Source: an optimization exercise on an open RTL-to-GDS flow (aim: small area). Production flows keep margins and buffers that such runs may drop. At most, simulation tests tie the RTL to the original design; equivalence was not proved. The RTL of run 1 was laid out without a check of its function. Power figures rest on the tool's default switching activity, not on a simulated workload.

==> flow/design.v (outline; a module is shown in full before it is edited, if it fits) <==
// module PROCESSOR: 3810 lines
// module c_a222oi: 3 lines
// module c_a22oi: 3 lines
// module c_fa: 4 lines
// module c_mux2: 3 lines
// module c_mux4: 3 lines
// module c_nand2: 3 lines
// module c_nand3: 3 lines
// module c_nand4: 3 lines
// module c_nor3: 3 lines
// module c_or2: 3 lines
// module c_xnor2: 3 lines
// module c_xor2: 3 lines
module PROCESSOR(input reset, clk, input [31:0] instr, output [31:0] pc,
                 output zero_flag, output [31:0] Write_data);
  // ...
==> flow/flow/run.sh <==
#!/bin/bash
# The standard layout flow with one change to synthesis: the design's c_<gate> leaf modules
# are mapped one-to-one onto the library cells of the same function (flow/map_cells.tcl, run as
# ORFS's SYNTH_CANONICALIZE_TCL hook) instead of being flattened and re-mapped by ABC.
set -euo pipefail
bash standard.sh SYNTH_CANONICALIZE_TCL="$PWD/flow/map_cells.tcl" finish > standard_flow.log 2>&1
==> flow/flow/map_cells.tcl <==
# Map the design's c_<gate> leaf modules one-to-one onto the sky130_fd_sc_hd cells of the same
# function and pin names, so that synthesis keeps them as they are.
foreach {c lib} {
  a222oi a222oi_1  a22oi a22oi_1  a21oi a21oi_1  o21ai o21ai_0
  nand2 nand2_1  nand3 nand3_1  nand4 nand4_1  nor2 nor2_1  nor3 nor3_1  nor4 nor4_1
  inv inv_1  xor2 xor2_1  xnor2 xnor2_1  mux2 mux2_1  mux2i mux2i_1  mux4 mux4_2
  fa fa_1  ha ha_1
} {
  yosys chtype -map c_$c sky130_fd_sc_hd__$lib
}
yosys hierarchy -top $::env(DESIGN_NAME)
==> flow/standard.sh <==
#!/bin/bash
# synth_recipe.tcl (not shown) runs the flow's synth.tcl, then flattens the netlist and writes it again
# the make line also repeats each setting of config.mk as NAME=value (left out here)
make -C /OpenROAD-flow-scripts/flow DESIGN_CONFIG=/design/flow/config.mk WORK_HOME=/design/flow/orfs CLKGATE_MAP_FILE= SYNTH_SCRIPT=/design/flow/synth_recipe.tcl "${@:-finish}"
==> flow/config.mk <==
export PLATFORM = sky130hd
export DESIGN_NAME = PROCESSOR
export DESIGN_NICKNAME = PROCESSOR
export VERILOG_FILES = /design/flow/design.v
export SDC_FILE = /design/flow/constraint.sdc
export NUM_CORES = 8
export LEC_CHECK = 0
export CAP_MARGIN = 20
export CORE_MARGIN = 2
export CORE_UTILIZATION = 50
export SETUP_SLACK_MARGIN = 0.2
export SLEW_MARGIN = 20
==> flow/constraint.sdc <==
create_clock -name core_clock -period 21.0 [get_ports {clk}]
set_input_delay 4.2000 -clock core_clock [delete_from_list [all_inputs] [get_ports {clk}]]
set_output_delay 4.2000 -clock core_clock [all_outputs]
set_load 0.01 [all_outputs]
==> results.yml, run 1 <==
worst_setup_path:
  slowest_delay_ps: 680
  crit_end: "zero_flag"
  rr_worst_depth: 43
  end_kind: "output port"
  arrival_ps: 16480
  cp-startpoint: "instr[0]"
global_routing:
  antenna_found_initial: 14
  grt_pass1_wl_mm: 337.6
  grt_max_degree: 55
  grtUsageMet2_pct: 59.04
  grt_usage_pct: 40.94
drt:
  drtPass1Iterations: 19
  drcViolationCount: 0
  wl_mm: 244.5
  drt_iter0_drc: 13970
clock_tree:
  path_clk_slew_ps: 60
final_layout:
  nNetsFinal: 4581
  multi_input_area_share_pct: 35.92
  nonClockBufferCount: 473
  drive_gt1_share_pct: 18.57
  final_common_cell: "edfxtp_1"
  mostFrequentLayoutCells: "1024 x edfxtp_1, 965 x a222oi_1, 349 x buf_4, 235 x fa_1, 199 x nand4_1"
die:
  die_h_um: 339.2
  start_util_pct: 50.55
  die_w_um: 339.2
  core_area_um2: 111100
  dieArea_um2: 115100
placed_design:
  place_area_um2: 62150
  port_buffers: 71
worst_hold_path:
  hold_end: "pcq[3]"
  min_from: "pcq[4]"
timing:
  worst_pin_slew_ps: 1153
  maxSlewViolCount: 0
  fin_ws_ps: 318.1
synth:
  yosysMostFrequentCell: "edfxtp_1"
outcome:
  status: "complete, no violations"
power_and_ir_drop:
  p_int_w: 0.004520
==> run 2, diff against run 1 <==
--- a/flow/design.v
+++ b/flow/design.v
@@ -1,16 +1,18 @@
 module PROCESSOR(input reset, clk, input [31:0] instr, output [31:0] pc,
                  output zero_flag, output [31:0] Write_data);
 reg [4:0] pcq;
 always @(posedge clk or posedge reset)
     if (reset) pcq <= 5'd0;
     else if (pcq >= 5'd21) pcq <= 5'd0;
     else pcq <= pcq + 5'd1;
 assign pc = {25'b0, pcq, 2'b00};
+wire [31:0] A, B, Ap, P, L;
+wire [31:0] resn;
 wire [6:0] opcode = instr[6:0];
 wire [4:0] rd  = instr[11:7];
 wire [2:0] f3  = instr[14:12];
 wire [4:0] rs1 = instr[19:15];
 wire [4:0] rs2 = instr[24:20];
 wire [6:0] f7  = instr[31:25];
 wire [31:0] imm = {{20{instr[31]}}, instr[31:20]};
 wire isR = (opcode == 7'b0110011);
@@ -40,44 +42,51 @@
 wire opSub = rSub;
 wire tXor = rXor | iXor, tAnd = rAnd | iAnd, tOr = rOr | iOr;
 wire opLogic = tXor | tAnd | tOr | rNand | rNor;
 wire opCmp = opSlt | opSgt;
 wire opShift = opShl | opShr;
 wire opAddLike = ~(opMul | opShift | opLogic);
 wire yEn  = opAddLike & (isR | isI);
 wire yInv = opSub | opCmp;
-wire selP = ~(opShr | opLogic | opCmp);
-wire selR = opShr;
+wire shBig = |B[31:5];
+wire selP = ~(opShr | opLogic | opCmp | (opShl & shBig));
+wire selR = opShr & ~shBig;
 wire selL = opLogic;
 wire [3:0] lut = tXor  ? 4'b0110 :
                  tAnd  ? 4'b1000 :
                  tOr   ? 4'b1110 :
                  rNand ? 4'b0111 : 4'b0001;
 wire [31:0] we = 32'd1 << rd;
 reg [31:0] valid;
 always @(posedge clk or posedge reset)
     if (reset) valid <= 32'd0;
     else valid <= valid | we;
-wire [31:0] decA = 32'd1 << rs1;
-wire [31:0] decB = 32'd1 << rs2;
-wire [31:0] selA = decA & valid;
-wire [31:0] selB = decB & valid & {32{isR}};
+wire [3:0] aLo = 4'd1 << rs1[1:0];
+wire [7:0] aHi = 8'd1 << rs1[4:2];
+wire [3:0] bLo = 4'd1 << rs2[1:0];
+wire [7:0] bHi = 8'd1 << rs2[4:2];
+wire [7:0] bHiR = bHi & {8{isR}};
+wire [31:0] decA, decB, selA, selB;
+genvar gr;
+generate for (gr = 0; gr < 32; gr = gr + 1) begin : dec
+    assign decA[gr] = aLo[gr % 4] & aHi[gr / 4];
+    assign decB[gr] = bLo[gr % 4] & bHi[gr / 4];
+    assign selA[gr] = aLo[gr % 4] & aHi[gr / 4] & valid[gr];
+    assign selB[gr] = bLo[gr % 4] & bHiR[gr / 4] & valid[gr];
+end endgenerate
 wire invA = |(decA & ~valid);
 wire invB = isR & (|(decB & ~valid));
 wire invAn = ~invA;
 wire invBn = ~invB;
 wire notR = ~isR;
 wire [4:0] rs1n = ~rs1;
 wire [4:0] rs2n = ~rs2;
 wire [31:0] immn = ~imm;
-wire [31:0] A, B, Ap, P, L;
-wire [31:0] resn;
 wire [4:0] sh = B[4:0];
-wire shBig = |B[31:5];
 wire [15:0] one, two, m1, rg, rp;
 wire [16:0] rc;
 genvar gj;
 generate for (gj = 0; gj < 16; gj = gj + 1) begin : rec
     assign rg[gj] = B[2*gj+1] & B[2*gj];
     assign rp[gj] = B[2*gj+1] & ~B[2*gj];
 end endgenerate
 assign rc[0] = 1'b0;
@@ -162,17 +171,17 @@
 assign rc[15] = rG4_14;
 assign rc[16] = 1'b0;  
 generate for (gj = 0; gj < 16; gj = gj + 1) begin : rdig
     wire [1:0] v = B[2*gj+1:2*gj];
     wire c = rc[gj];
     wire e1 = (v == 2'd1 & ~c) | (v == 2'd0 & c);
     wire e2 = (v == 2'd2 & ~c) | (v == 2'd1 & c);
     wire e3 = (v == 2'd3 & ~c) | (v == 2'd2 & c);
-    wire shRow = opShift & ~shBig & (sh[4:1] == gj);
+    wire shRow = opShift & (sh[4:1] == gj);
     assign one[gj] = (opMul & e1) | (shRow & ~sh[0]) | ((gj == 0) & opAddLike);
     assign two[gj] = (opMul & e2) | (shRow & sh[0]);
     assign m1[gj] = opMul & e3;
 end endgenerate
 wire [31:0] Apn = ~Ap;
 wire [15:0] m1n = ~m1;
 wire c0n = ~(m1[0] | yInv);
 wire [31:0] Yn = ~({32{yEn}} & (B ^ {32{yInv}}));
@@ -3801,17 +3810,18 @@
 c_a222oi u3387 (.A1(selP), .A2(P[31]), .B1(selR), .B2(P[0]), .C1(selL), .C2(L[31]), .Y(resn[31]));
 wire borrow = (~A[31] & B[31]) | (~(A[31] ^ B[31]) & P[31]);
 wire zeroP = ~|P;
 wire cmp = opSlt ? borrow : (~borrow & ~zeroP);
 assign resn[0] = ~((selP & P[0]) | (selR & P[31]) | (selL & L[0]) | (opCmp & cmp));
 reg [31:0] wdn;
 always @(posedge clk) wdn <= resn;
 assign Write_data = ~(wdn | {32{reset}});
-assign zero_flag = reset | (&resn);
+wire zeroL = ~|L;
+assign zero_flag = reset | ((selP | selR) & zeroP) | (selL & zeroL) | (opCmp & ~cmp) | (opShift & shBig);
 endmodule
 module c_a222oi(input A1, A2, B1, B2, C1, C2, output Y);
 assign Y = ~((A1&A2)|(B1&B2)|(C1&C2));
 endmodule
 module c_a22oi(input A1, A2, B1, B2, output Y);
 assign Y = ~((A1&A2)|(B1&B2));
 endmodule
 module c_fa(input A, B, CIN, output COUT, SUM);
==> flow/config.mk (replaced) <==
export PLATFORM = sky130hd
export DESIGN_NAME = PROCESSOR
export DESIGN_NICKNAME = PROCESSOR
export VERILOG_FILES = /design/flow/design.v
export SDC_FILE = /design/flow/constraint.sdc
export NUM_CORES = 8
export LEC_CHECK = 0
export CAP_MARGIN = 20
export CORE_MARGIN = 2
export CORE_UTILIZATION = 45
export CTS_BUF_LIST = sky130_fd_sc_hd__clkbuf_8 sky130_fd_sc_hd__clkbuf_16
export CTS_CLUSTER_DIAMETER = 80
export CTS_CLUSTER_SIZE = 25
export SETUP_SLACK_MARGIN = 0.2
export SLEW_MARGIN = 20
==> results.yml, run 2 <==
synth:
  synth_cell_types: 101
  yosysMostFrequentCell: "edfxtp_1"
  synthCells: 3728
  synth_edf_count: 1024
  synth-seq-cells: 1093
  synthesis.area_um2: 56270
  synth_area_leaders: "edfxtp_1 55%, a222oi_1 17%, fa_1 8.4%, nand4_1 2.1%, mux4_2 1.7%"
  yosys.area_share.simple_pct: 7.411
  synth_common_cells: "1024 x edfxtp_1, 964 x a222oi_1, 235 x fa_1"
  synth_top_area_cell: "edfxtp_1"
  syn_area_per_cell_um2: 15.09
  synth_ff_type: "edfxtp_1"
  async_reset_ff_share_pct: 3.385
  synth_compound_area_share_pct: 19.99
  ys_seq_area_share_pct: 57.43
  synthAdderAreaFrac_pct: 8.938
  synth-xor-area-share_pct: 1.946
  synth_top_family_by_area: "compound AO/OA/AOI/OAI gates"
  synth_top_area_share_pct: 54.64
  synthMuxAreaShare_pct: 2.579
  yosysWarnings: 1
timing:
  min_period_ps: 20490
  fin_ws_ps: 507.5
  fmax_ghz: 0.04880
  hold_viol_final: 0
  hold_ws_ps: 512.3
  worst_pin_slew_ps: 1288
  setup_tns_ps: 0
  grt_setup_unrepaired: "no"
  post-route-period-util_pct: 97.58
  finalSetupViolations: 0
  maxSlewViolCount: 0
  maxSlewHeadroom_pct: 14.15
  skew_ps: 44.13
worst_setup_path:
  end_kind: "output port"
  crit_required_ps: 16800
  cp_common_cell: "fa_1"
  crit_type: "in -> out"
  cp_slowest_cell: "o32ai_2"
  arrival_ps: 16290
  slowest_delay_ps: 890
  worstPathMaxFanout: 11
  cp-start-kind: "primary input"
global_routing:
  grt_usage_pct: 35.74
  grt_pass1_wl_mm: 327.4
  grt_pass1_vias: 44120
  grt_max_degree: 65
  grt-ovfl-total: 0
  antenna_found_initial: 6
power_and_ir_drop:
  leakagePower_nw: 19.39
  p_total_w: 0.004920
  p_per_area_nw_per_um2: 78.02
  irDropWorstVdd_v: 0.00007415
placed_design:
  routabilityCongestion: 0.9991
  post-place-ws_ps: 528.3
  hpwl_mm: 154.8
  port_buffers: 71
final_layout:
  fillCellCount: 10540
  multi_input_area_um2: 23610
  seq_area_um2: 32320
  n_antenna_cell: 0
  area_growth_pct: 12.06
  drive_gt1_share_pct: 14.33
  final_common_cell: "edfxtp_1"
  nNetsFinal: 4395
  mostFrequentLayoutCells: "1024 x edfxtp_1, 964 x a222oi_1, 291 x buf_4, 235 x fa_1, 193 x nand4_1"
  final_util_pct: 50.87
die:
  rows: 129
  pin_count: 99
  dieArea_um2: 127900
  start_util_pct: 45.40
  die_h_um: 357.6
  die_w_um: 357.6
  core_area_um2: 124000
drt:
  wl_per_cell_um: 40.65
  wl_mm: 234.8
  vias_per_cell: 7.987
  ant_nets: 0
  drtPass1Iterations: 21
  drt_iter0_drc: 14400
  drcViolationCount: 0
  num_vias: 46130
run:
  maxCapViolCount: 0
clock_tree:
  path_clk_slew_ps: 90
  numCtsBuffers: 52
  clk_latency_ps: 720
  cts.sinks: 1093
  cts_buffer_depth: 3
  post_cts_buffers: 0
  cts_tree: "built"
  cts-htree-levels: 2
  cts_root_buffer: "clkbuf_16"
outcome:
  status: "complete, no violations"
worst_hold_path:
  hold_path_class: "reg -> reg"
## run 2: changes by cell type in the layout (fill, tap and decap cells not counted), moves of 27 or more
cell | previous run | this run
clkinv_2 | 29 | 1
xor2_1 | 67 | 40
buf_4 | 349 | 291
buf_12 | 46 | 5
inv_1 | 140 | 168
clkbuf_16 | 112 | 52
## run 2: final timing paths
kind / from / to / slack [ps] / cells after the start
hold reg to reg: pcq[4] / pcq[3] / 510 / 1
hold / removal: pcq[4] / pcq[3] / 510 / 1
setup reg to reg: valid[12] / q8[31] / 9500 / 33
setup / recovery: instr[3] / zero_flag / 510 / 37
min in group asynchronous: reset / valid[26] / 4150 / 4
max in group asynchronous: reset / valid[5] / 16480 / 4
## run 2: metrics by stage
stage | instance area [um^2] | cells
after global placement | 61450 | 5683
after global routing | 63060 | 5776
after detailed placement | 61450 | 5683
after CTS | 63020 | 5776
final | 63060 | 5776
after floorplan | 56390 | 3758
## run 2: power breakdown
group	internal [W]	switching, W
sequential	0.00264	0.0000465
clock	0.000469	0.000708
combinational	0.000271	0.000790
## run 2: per-layer routing
layer,GRT usage (%),up-vias,share of wire [%]
met5,0.3704,-,0.028
met4,20.21,4,7.0
met3,11.26,710,16
met2,51.21,4478,42
met1,48.10,23040,35
li1,-,17900,-
## run 2: kinds of logic after synthesis
group	count (synthesis)
multiplexers	87
flip-flops	1093
AND/OR/NAND/NOR	765
XOR/XNOR	125
adder cells (fa/ha/maj)	261
AO/OA/AOI/OAI	1176
other	2
buffers and inverters	219
## run 2: layout make-up
class / instances / area share, %
inverters: 140 / 0.8334
multi-input cells: 2446 / 37.44
repair buffers: 367 / 4.742
well taps: 1637 / 3.248
clock inverters: 40 / 0.4087
flip-flops and latches: 1093 / 51.25
clock buffers: 53 / 2.085
## run 2: what timing repair did
item | 4_1_cts | 5_1_grt
endpoints found under the hold margin | 0 | 0
endpoints found under the setup margin | 0 | 1
hold buffers | 0 | 0
resized for setup | 0 | 7
## run 2: worst max-delay path: cells and delay by family
family | cells | cell delay, ps
xor+xnor | 2 | 450
fa+ha+maj | 6 | 2810
simple gates | 12 | 3510
buf+inv | 6 | 1700
compound gates | 11 | 3570

separate check: timing with driven ports:
Ports are ideal in the flow. The routed layouts listed here were re-timed in OpenROAD. Step 1 assumes that a clkbuf_16 drives the clock port and a buf_2 every other input. Step 2 times the ports against the registers' clock, not the clock port: input delays grow and output delays shrink by t, the midpoint of the rising clock arrivals with the driver on. Slacks: ideal ports / drivers / drivers and shift; pairs: ideal ports / drivers.
| run | t, ns | slack for setup (ns) | latest minus earliest clock arrival (ns) | worst data-port slew with drivers (ns) |
|---|---|---|---|---|
| run 1 | 0.792 | 0.318 / 0.288 / 0.288 | 0.024 / 0.024 | 0.14 |
| run 2 | 0.780 | 0.507 / 0.480 / 0.480 | 0.044 / 0.044 | 0.04 |
After both steps every run listed still meets setup and hold. For run 1, which loses most, drivers alone change the setup slack by -0.030 ns; drivers and shift together by -0.030 ns.
